This design comes from an exercise in tuning for small area, a short achievable clock period and few clock cycles per item on the open sky130 flow, not from production work.
In this exercise RTL edits were held to simulation tests only and were not proved equivalent to the original.

==> design/flow/design.v <==
module riscv_m_unit(
    input  logic        clk,
    input  logic        resetn,
    input  logic        valid,
    input  logic [31:0] instruction,
    input  logic [31:0] rs1,
    input  logic [31:0] rs2,
    output logic        wr,
    output logic [31:0] rd,
    output logic        busy,
    output logic        ready
);
localparam logic [36:0] QV = 37'd12289;
localparam logic [3:0] S_IDLE  = 4'd0,
                       S_START = 4'd1,
                       S_MUL   = 4'd2,
                       S_MFIN  = 4'd3,
                       S_NEGX  = 4'd4,
                       S_ALIGN = 4'd5,
                       S_DIV   = 4'd6,
                       S_FIN   = 4'd7,
                       S_RFIX  = 4'd8,
                       S_FIXS  = 4'd9,
                       S_MQ3   = 4'd10,
                       S_MQSUB = 4'd11,
                       S_DONE  = 4'd12;
function automatic [4:0] hipos(input logic [31:0] v);
    logic [7:0]  nz;
    logic [15:0] pos;
    logic [2:0]  hn;
    integer i;
    for (i = 0; i < 8; i = i + 1) begin
        nz[i] = |v[4*i +: 4];
        pos[2*i +: 2] = v[4*i+3] ? 2'd3 : v[4*i+2] ? 2'd2 : v[4*i+1] ? 2'd1 : 2'd0;
    end
    hn = 3'd0;
    for (i = 0; i < 8; i = i + 1)
        if (nz[i]) hn = i[2:0];
    hipos = {hn, pos[2*hn +: 2]};
endfunction
function automatic [1:0] m3add(input logic [1:0] a, input logic [1:0] b);
    case ({a, b})
        4'b0000: m3add = 2'd0;
        4'b0001: m3add = 2'd1;
        4'b0010: m3add = 2'd2;
        4'b0100: m3add = 2'd1;
        4'b0101: m3add = 2'd2;
        4'b0110: m3add = 2'd0;
        4'b1000: m3add = 2'd2;
        4'b1001: m3add = 2'd0;
        4'b1010: m3add = 2'd1;
        default: m3add = 2'bxx;
    endcase
endfunction
function automatic [16:0] div3(input logic [15:0] y);
    logic [1:0]  m [0:7];
    logic [1:0]  r [0:8];
    logic [1:0]  m54, m32, m10, m3210;
    logic [3:0]  v;
    logic [15:0] q;
    integer k;
    for (k = 0; k < 8; k = k + 1)
        m[k] = (y[2*k +: 2] == 2'd3) ? 2'd0 : y[2*k +: 2];
    m54   = m3add(m[5], m[4]);
    m32   = m3add(m[3], m[2]);
    m10   = m3add(m[1], m[0]);
    m3210 = m3add(m32, m10);
    r[8] = 2'd0;
    r[7] = m[7];
    r[6] = m3add(m[7], m[6]);
    r[5] = m3add(r[6], m[5]);
    r[4] = m3add(r[6], m54);
    r[3] = m3add(r[4], m[3]);
    r[2] = m3add(r[4], m32);
    r[1] = m3add(r[2], m[1]);
    r[0] = m3add(r[4], m3210);
    for (k = 0; k < 8; k = k + 1) begin
        v = {r[k+1], y[2*k +: 2]};
        case (v)
            4'd0, 4'd1, 4'd2:   q[2*k +: 2] = 2'd0;
            4'd3, 4'd4, 4'd5:   q[2*k +: 2] = 2'd1;
            4'd6, 4'd7, 4'd8:   q[2*k +: 2] = 2'd2;
            4'd9, 4'd10, 4'd11: q[2*k +: 2] = 2'd3;
            default:            q[2*k +: 2] = 2'bxx;
        endcase
    end
    div3 = {r[0], q[14:0]};
endfunction
function automatic [37:0] booth(input logic [2:0] d, input logic [36:0] x);
    logic [36:0] m;
    case (d)
        3'b001, 3'b010: m = x;
        3'b101, 3'b110: m = ~x;
        3'b011:         m = {x[35:0], 1'b0};
        3'b100:         m = ~{x[35:0], 1'b0};
        default:        m = 37'd0;
    endcase
    booth = {(d == 3'b100) | (d == 3'b101) | (d == 3'b110), m};
endfunction
localparam logic [3:0] OP_MUL  = 4'd0,
                       OP_MUL0 = 4'd1,    
                       OP_ADDM = 4'd2,    
                       OP_SUBM = 4'd3,    
                       OP_NEGH = 4'd4,    
                       OP_NEGX = 4'd5,    
                       OP_NEGL = 4'd6,    
                       OP_DIV  = 4'd7,    
                       OP_RFIX = 4'd8,    
                       OP_ADDQ = 4'd9,    
                       OP_MFIN = 4'd10;   
logic [3:0]  st, nst, op_n;
logic        rdy_q, busy_q, rsel;
logic [32:0] H, X;
logic [31:0] L;
logic        prev;
logic [4:0]  cnt;
logic [2:0]  f3;
logic        cust;
logic        sn, sd;
logic        k_mul, k_a0, k_q1, k_x, k_h, k_l, k_q, k_inv, k_div, k_rfix;
wire acc_m  = (instruction[6:0] == 7'b0110011) && (instruction[31:25] == 7'b0000001);
wire acc_c  = (instruction[6:0] == 7'b0001011);
wire accept = valid && (acc_m || acc_c);
wire op_mulq = cust & f3[1];
wire op_mulc = op_mulq | (~cust & ~f3[2]);     
wire op_div  = ~cust & f3[2];
wire div_q   = ~f3[1];           
wire mul_lo  = ~cust & (f3 == 3'd0);
wire mulhu   = ~cust & (f3 == 3'd3);
wire [4:0] ph = hipos(H[31:0]);
wire [4:0] px = hipos(X[31:0]);
wire [5:0] sdiff = {1'b0, ph} - {1'b0, px};
wire dz  = (X[31:0] == 32'd0);
wire qz  = sdiff[5];
wire [31:0] xsh = X[31:0] << sdiff[4:0];
wire need_neg = div_q ? (sn ^ sd) : sn;
wire align_now = (st == S_ALIGN) | ((st == S_START) & op_div & ~sn & ~sd);
wire        mul_now = (st == S_MUL) | ((st == S_START) & op_mulc);
wire [4:0]  lim     = op_mulq ? 5'd4 : 5'd8;
wire [4:0]  cnt_n   = cnt + 5'd1;
wire        mul_end = mul_now & (cnt_n == lim);
wire [36:0] xs      = {{4{X[32]}}, X};
wire [37:0] bt0     = booth({L[1:0], prev}, xs);
wire [37:0] bt1     = booth(L[3:1], xs);
wire [16:0] d3 = div3({H[11:0], L[31:28]});
wire         inv0   = k_inv | (k_div & ~H[32]);
wire         gx     = k_x & (~k_rfix | H[32]);
wire [36:0]  hs     = {{4{H[32]}}, H};
wire [36:0]  b0_plain = (xs & {37{gx}}) | ({5'd0, H[31:0]} & {37{k_h}})
                      | ({5'd0, L} & {37{k_l}}) | (QV & {37{k_q}});
wire [36:0]  add_a  = k_a0 ? 37'd0 : hs;
wire [36:0]  add_b0 = k_mul ? bt0[36:0] : (b0_plain ^ {37{inv0}});
wire [36:0]  add_b1 = k_mul ? {bt1[34:0], {2{bt1[37]}}} : (k_q1 ? ~QV : 37'd0);
wire         c0     = k_mul ? bt0[37] : inv0;
wire         c1     = k_mul ? bt1[37] : k_q1;
wire [36:0]  csa_s  = add_a ^ add_b0 ^ add_b1;
wire [36:0]  csa_c  = (add_a & add_b0) | (add_a & add_b1) | (add_b0 & add_b1);
wire [36:0]  S      = csa_s + {csa_c[35:0], c0} + {36'd0, c1};
wire         s_neg  = S[36];
always_comb begin
    nst = st;
    case (st)
        S_IDLE:  nst = accept ? S_START : S_IDLE;
        S_START: begin
            if (cust & ~f3[1])
                nst = s_neg ? S_FIXS : S_DONE;
            else if (op_div) begin
                if (sn) nst = sd ? S_NEGX : S_ALIGN;
                else if (sd) nst = S_ALIGN;
            end
        end
        S_MFIN:  nst = S_DONE;
        S_NEGX:  nst = S_ALIGN;
        S_DIV:   if (cnt == 5'd0) nst = div_q ? (need_neg ? S_FIN : S_DONE) : S_RFIX;
        S_RFIX:  nst = sn ? S_FIN : S_DONE;
        S_FIN:   nst = S_DONE;
        S_FIXS:  nst = s_neg ? S_FIXS : S_DONE;
        S_MQ3:   nst = S_MQSUB;
        S_MQSUB: nst = s_neg ? S_FIXS : S_DONE;
        S_DONE:  nst = S_IDLE;
        default: nst = S_IDLE;
    endcase
    if (mul_now)
        nst = mul_end ? (op_mulq ? S_MQ3 : ((mulhu & L[3]) ? S_MFIN : S_DONE)) : S_MUL;
    if (align_now) begin
        if (dz | qz) nst = (~div_q & sn) ? S_FIN : S_DONE;
        else nst = S_DIV;
    end
end
always_comb begin
    op_n = OP_ADDQ;
    case (st)
        S_IDLE: begin
            if (instruction[3])
                op_n = instruction[13] ? OP_MUL0 : (instruction[12] ? OP_SUBM : OP_ADDM);
            else if (~instruction[14])
                op_n = OP_MUL0;
            else
                op_n = (rs1[31] & ~instruction[12]) ? OP_NEGH : OP_NEGX;
        end
        S_START: begin
            if (cust & ~f3[1]) op_n = OP_ADDQ;
            else if (op_div)   op_n = (sn & sd) ? OP_NEGX : ((dz | qz) ? OP_NEGH : OP_DIV);
            else               op_n = OP_MUL;
        end
        S_MUL:   op_n = (mul_end & mulhu & L[3]) ? OP_MFIN : OP_MUL;
        S_ALIGN: op_n = (dz | qz) ? OP_NEGH : OP_DIV;
        S_DIV:   op_n = (cnt == 5'd0) ? (div_q ? OP_NEGL : OP_RFIX) : OP_DIV;
        S_RFIX:  op_n = OP_NEGH;
        S_MQ3:   op_n = OP_SUBM;
        default: op_n = OP_ADDQ;
    endcase
end
always_ff @(posedge clk) begin
    k_mul  <= (op_n == OP_MUL) | (op_n == OP_MUL0);
    k_a0   <= (op_n == OP_MUL0) | (op_n == OP_NEGH) | (op_n == OP_NEGX) | (op_n == OP_NEGL);
    k_q1   <= (op_n == OP_ADDM);
    k_x    <= (op_n == OP_ADDM) | (op_n == OP_SUBM) | (op_n == OP_NEGX) | (op_n == OP_DIV)
            | (op_n == OP_RFIX) | (op_n == OP_MFIN);
    k_h    <= (op_n == OP_NEGH);
    k_l    <= (op_n == OP_NEGL);
    k_q    <= (op_n == OP_ADDQ);
    k_inv  <= (op_n == OP_SUBM) | (op_n == OP_NEGH) | (op_n == OP_NEGX) | (op_n == OP_NEGL);
    k_div  <= (op_n == OP_DIV);
    k_rfix <= (op_n == OP_RFIX);
end
always_ff @(posedge clk or negedge resetn) begin
    if (!resetn) begin
        st     <= S_IDLE;
        rdy_q  <= 1'b0;
        busy_q <= 1'b0;
    end else begin
        st     <= nst;
        rdy_q  <= (nst == S_DONE);
        busy_q <= (nst != S_IDLE) && (nst != S_DONE);
    end
end
always_ff @(posedge clk)
    rsel <= mul_lo | (op_div & div_q & (st != S_FIN));
always_ff @(posedge clk) begin
    if (st == S_IDLE) begin
        H    <= {1'b0, rs1};
        X    <= {rs2[31] & ~instruction[14] & ~instruction[13] & ~instruction[3], rs2};
        L    <= rs1;
        f3   <= instruction[14:12];
        cust <= instruction[3];
        sn   <= rs1[31] & ~instruction[12];
        sd   <= rs2[31] & ~instruction[12];
        cnt  <= 5'd0;
        prev <= 1'b0;
    end
    if (mul_now) begin
        cnt  <= cnt_n;
        prev <= L[3];
        H    <= S[36:4];
        L    <= {S[3:0], L[31:4]};
    end
    if (align_now) begin
        L <= dz ? 32'hffffffff : 32'd0;
        if (~dz & ~qz) begin
            X   <= {1'b0, xsh};
            cnt <= sdiff[4:0];
        end
    end
    case (st)
        S_START: begin
            if (cust & ~f3[1])  H <= S[32:0];
            else if (op_div) begin
                if (sn)      H <= {1'b0, S[31:0]};
                else if (sd) X <= {1'b0, S[31:0]};
            end
        end
        S_NEGX:  X <= {1'b0, S[31:0]};
        S_DIV: begin
            H <= S[32:0];
            L <= {L[30:0], ~s_neg};
            if (cnt != 5'd0) begin
                X   <= {1'b0, X[32:1]};
                cnt <= cnt - 5'd1;
            end
        end
        S_MFIN, S_RFIX, S_FIN, S_FIXS, S_MQSUB: H <= S[32:0];
        S_MQ3: begin
            H <= {19'd0, d3[16:15], L[27:16]};
            X <= {18'd0, d3[14:0]};
        end
        default: ;
    endcase
end
assign rd    = rsel ? L : H[31:0];
assign ready = rdy_q;
assign wr    = rdy_q;
assign busy  = busy_q;
endmodule
==> design/flow/run.sh <==
#!/bin/bash
# synth_recipe.tcl (not shown) runs the flow's synth.tcl, then flattens the netlist and writes it again
# the make line also repeats each setting of config.mk as NAME=value (left out here)
make -C /OpenROAD-flow-scripts/flow DESIGN_CONFIG=/design/flow/config.mk WORK_HOME=/design/flow/orfs CLKGATE_MAP_FILE= SYNTH_SCRIPT=/design/flow/synth_recipe.tcl finish
==> design/flow/config.mk <==
export PLATFORM = sky130hd
export DESIGN_NAME = riscv_m_unit
export DESIGN_NICKNAME = riscv_m_unit
export VERILOG_FILES = /design/flow/design.v
export SDC_FILE = /design/flow/constraint.sdc
export NUM_CORES = 4
export LEC_CHECK = 0
export CAP_MARGIN = 20
export CORE_MARGIN = 2
export CORE_UTILIZATION = 40
export SLEW_MARGIN = 20
==> design/flow/constraint.sdc <==
create_clock -name core_clock -period 11.0 [get_ports {clk}]
set_input_delay 2.2000 -clock core_clock [delete_from_list [all_inputs] [get_ports {clk}]]
set_output_delay 2.2000 -clock core_clock [all_outputs]
set_load 0.01 [all_outputs]
==> impl_metrics.json <==
{
  "status": "no timing/DRC/antenna violations",
  "tns_ns": 0,
  "cap_viol_max_count": 0,
  "diodes": 0,
  "antenna_found_initial": 2,
  "clock-sinks": 127,
  "fin_skew_ns": 0.0181,
  "ys_seq_area_share_pct": 17.4,
  "cp_num_buf_inv": 2,
  "firstDrtPassIters": 13,
  "initial_core_util_pct": 40.5,
  "portBuffers": 118,
  "hold_viol_final": 0,
  "r2r-start": "X[7]",
  "worstHoldStart": "cnt[4]",
  "final_nets": 2508,
  "crit_path_max_fanout": 41,
  "die_w_um": 210,
  "cts_resized": 0,
  "route.detailed.drc": 0,
  "min_path_type": "reg2reg",
  "grt_pass1_vias": 17931,
  "synth.area.top_cells": "dfxtp_1, nand2_1, edfxtp_1",
  "grt_start_max_net_pins": 108,
  "h-tree-depth": 4,
  "vias_per_cell": 6.71,
  "ys.flop_type": "dfxtp_1",
  "cts_tree": "yes",
  "cp_cell_sequence": "nor4_1 -> o21ai_0 -> a21oi_1 -> o21ai_1 -> inv_1 -> o311ai_0 -> o211ai_1 -> a221o_1 -> ha_1 -> fa_2 -> buf_4 -> mux2_2 -> o21ai_0 -> o21ai_0 -> mux2i_1 -> nor2_1 -> nor3_1 -> a311oi_1 -> a21oi_1 -> o21ai_0",
  "cpMostUsedCell": "o21ai_0",
  "die_area_um2": 44200,
  "post-cts-setup-buffers": 0,
  "timing.slew.headroom_pct": 25.9,
  "syn_nets": 2531,
  "clk_pin_slew_ns": 0.07,
  "setup_viol": 0,
  "final_util_pct": 45.5,
  "synthArstFlopShare_pct": 4.72,
  "synth_most_common_cell": "nand2_1",
  "ant_nets": 0,
  "drt_iter0_drc": 2838,
  "cp_top_family": "compound AO/OA/AOI/OAI gates",
  "whs_ns": 0.576,
  "grt_pass1_wl_um": 117000,
  "fmax_mhz": 146,
  "netlist_top_cells_count": "nand2_1, nor2_1, clkbuf_1",
  "rows": 75,
  "worstSkewPairLatency_ns": 0.48,
  "grt_setup_unrepaired": "false",
  "cp-end-kind": "flip-flop",
  "cts_max_path_buffers": 2,
  "coreArea_um2": 41900,
  "synth_top_area_cell": "dfxtp_1",
  "timing.final.crit_share_pct": 62.4,
  "root_buffer": "clkbuf_16",
  "slew_violations": 0,
  "postSynthAreaPerCell_um2": 7.34,
  "cpPeakStageDelay_ns": 0.79,
  "synth_cells": 2317,
  "grt_use_total_pct": 35.5,
  "startpoint": "X[7]",
  "routed_wl_um": 80000,
  "synth_warnings": 3,
  "die-height_um": 210,
  "cp_slowest_cell": "dfxtp_1",
  "gr-total-overflow": 0,
  "synth_seq_cells": 127,
  "yosys.area.top_type_share_pct": 9.65,
  "place.gp.congestion": 0.959,
  "cts_buffers": 17,
  "cts_hold_repair.buffers": 0,
  "wl_per_cell_um": 28.1,
  "synthesis.area_um2": 17000,
  "fin_crit_ns": 6.86,
  "synth.distinct_cells": 97,
  "syn_to_final_growth_pct": 12.3,
  "worstSetupPathType": "reg2reg",
  "via_count": 19108,
  "drive_above_1_share_pct": 7.33,
  "cp.arrival_ns": 7.16,
  "place_hpwl_um": 57500,
  "placed_cells": 2814,
  "synth_edf_count": 39,
  "cp-start-kind": "flip-flop",
  "critPathRequiredTime_ns": 11.29,
  "worst_pin_slew_ns": 1.11,
  "num_io_pins": 134,
  "fin_cells": 2846
}
[layer usage]
| layer | up-vias | GRT usage (%) | share of wire [%] |
|---|---|---|---|
| li1 | 8413 | - | - |
| met1 | 9198 | 47.1 | 40 |
| met2 | 1267 | 53.9 | 43 |
| met3 | 230 | 7.97 | 12 |
| met4 | 0 | 18.0 | 5.3 |
| met5 | - | 0 | 0 |
[layout make-up]
type                            instances  area [µm²]
Fill cell                            4265       22800
Multi-Input combinational cell       1910       13000
Sequential cell                       127        2970
Timing Repair Buffer                  167        1550
Tap cell                              539         674
Clock buffer                           17         425
Inverter                               71         267
Clock inverter                         15         169
[stage by stage]
step / area (µm²) / setup slack (ns)
floorplan: 17000 / 5.82
global placement: 18500 / 4.53
detailed placement: 18500 / 4.45
CTS: 19100 / 4.45
global route: 19100 / 3.90
finish: 19100 / 4.14
[logic make-up after synthesis]
group | Yosys count | synth area share (%)
AOI/OAI and AO/OA | 774 | 31.0
and+or+nand+nor | 771 | 20.3
buffers and inverters | 280 | 6.39
xor gates and xnor gates | 148 | 7.67
DFF | 127 | 17.4
adders and majority gates | 115 | 10.2
muxes | 102 | 7.03
[cells in the final DEF (no fill, tap or decap), types with 47 or more instances in the layout]
cell type        instances
a21o_1                  52
a21oi_1                171
a31oi_1                 47
buf_4                   49
clkdlybuf4s50_1        118
dfxtp_1                 80
ha_1                    76
inv_1                   66
mux2i_1                 61
nand2_1                381
nor2_1                 173
o21ai_0                164
xnor2_1                 60
xor2_1                  82
[flip-flops by register name (all words and copies together) (netlist names), 3 cells and up]
signal  cells
st          4
f3          3
X          33
H          33
L          32
cnt         5
[worst paths after layout]
check | endpoint | slack (ns) | cells after the start
min in group asynchronous | st[2] | 1.96 | 1
max in group asynchronous | st[1] | 8.82 | 1
setup reg to reg | X[31] | 4.14 | 20
hold / removal | cnt[4] | 0.58 | 2
hold reg to reg | cnt[4] | 0.58 | 2
setup / recovery | X[31] | 4.14 | 20
[tightest hold or removal path, cell delays in order, from the launching register on]
cell and delay, ns:
dfxtp_1 0.37, nand3_1 0.08, o21ai_0 0.07
Testbench counts, summed over its fixed seeds: cycles 39,153, items 4,800.

[separate check: timing with driven ports]
How much do the figures lean on ideal ports? The routed layout below was timed once more, with nothing changed but the port constraints.
Step 1, drivers: a clkbuf_16 drives clk and a buf_2 each remaining input, both assumed.
Step 2 moves the port delays by t, midway between the first and last clock arrival at a register: inputs arrive t later, outputs are due t later. That takes back most of the time a late clock gives input paths.
a / b / c = ideal ports / drivers / drivers and shift; a / b = the first two.
shift t [ns]: 0.526
setup WS [ns]: 4.136 / 4.136 / 4.136
worst data-port slew with drivers (ns): 0.05
cell pins on the clock port's net: 1
After both steps this run still meets setup and hold. For this run, drivers alone change the setup slack by 0.000 ns; drivers and shift together by 0.000 ns.
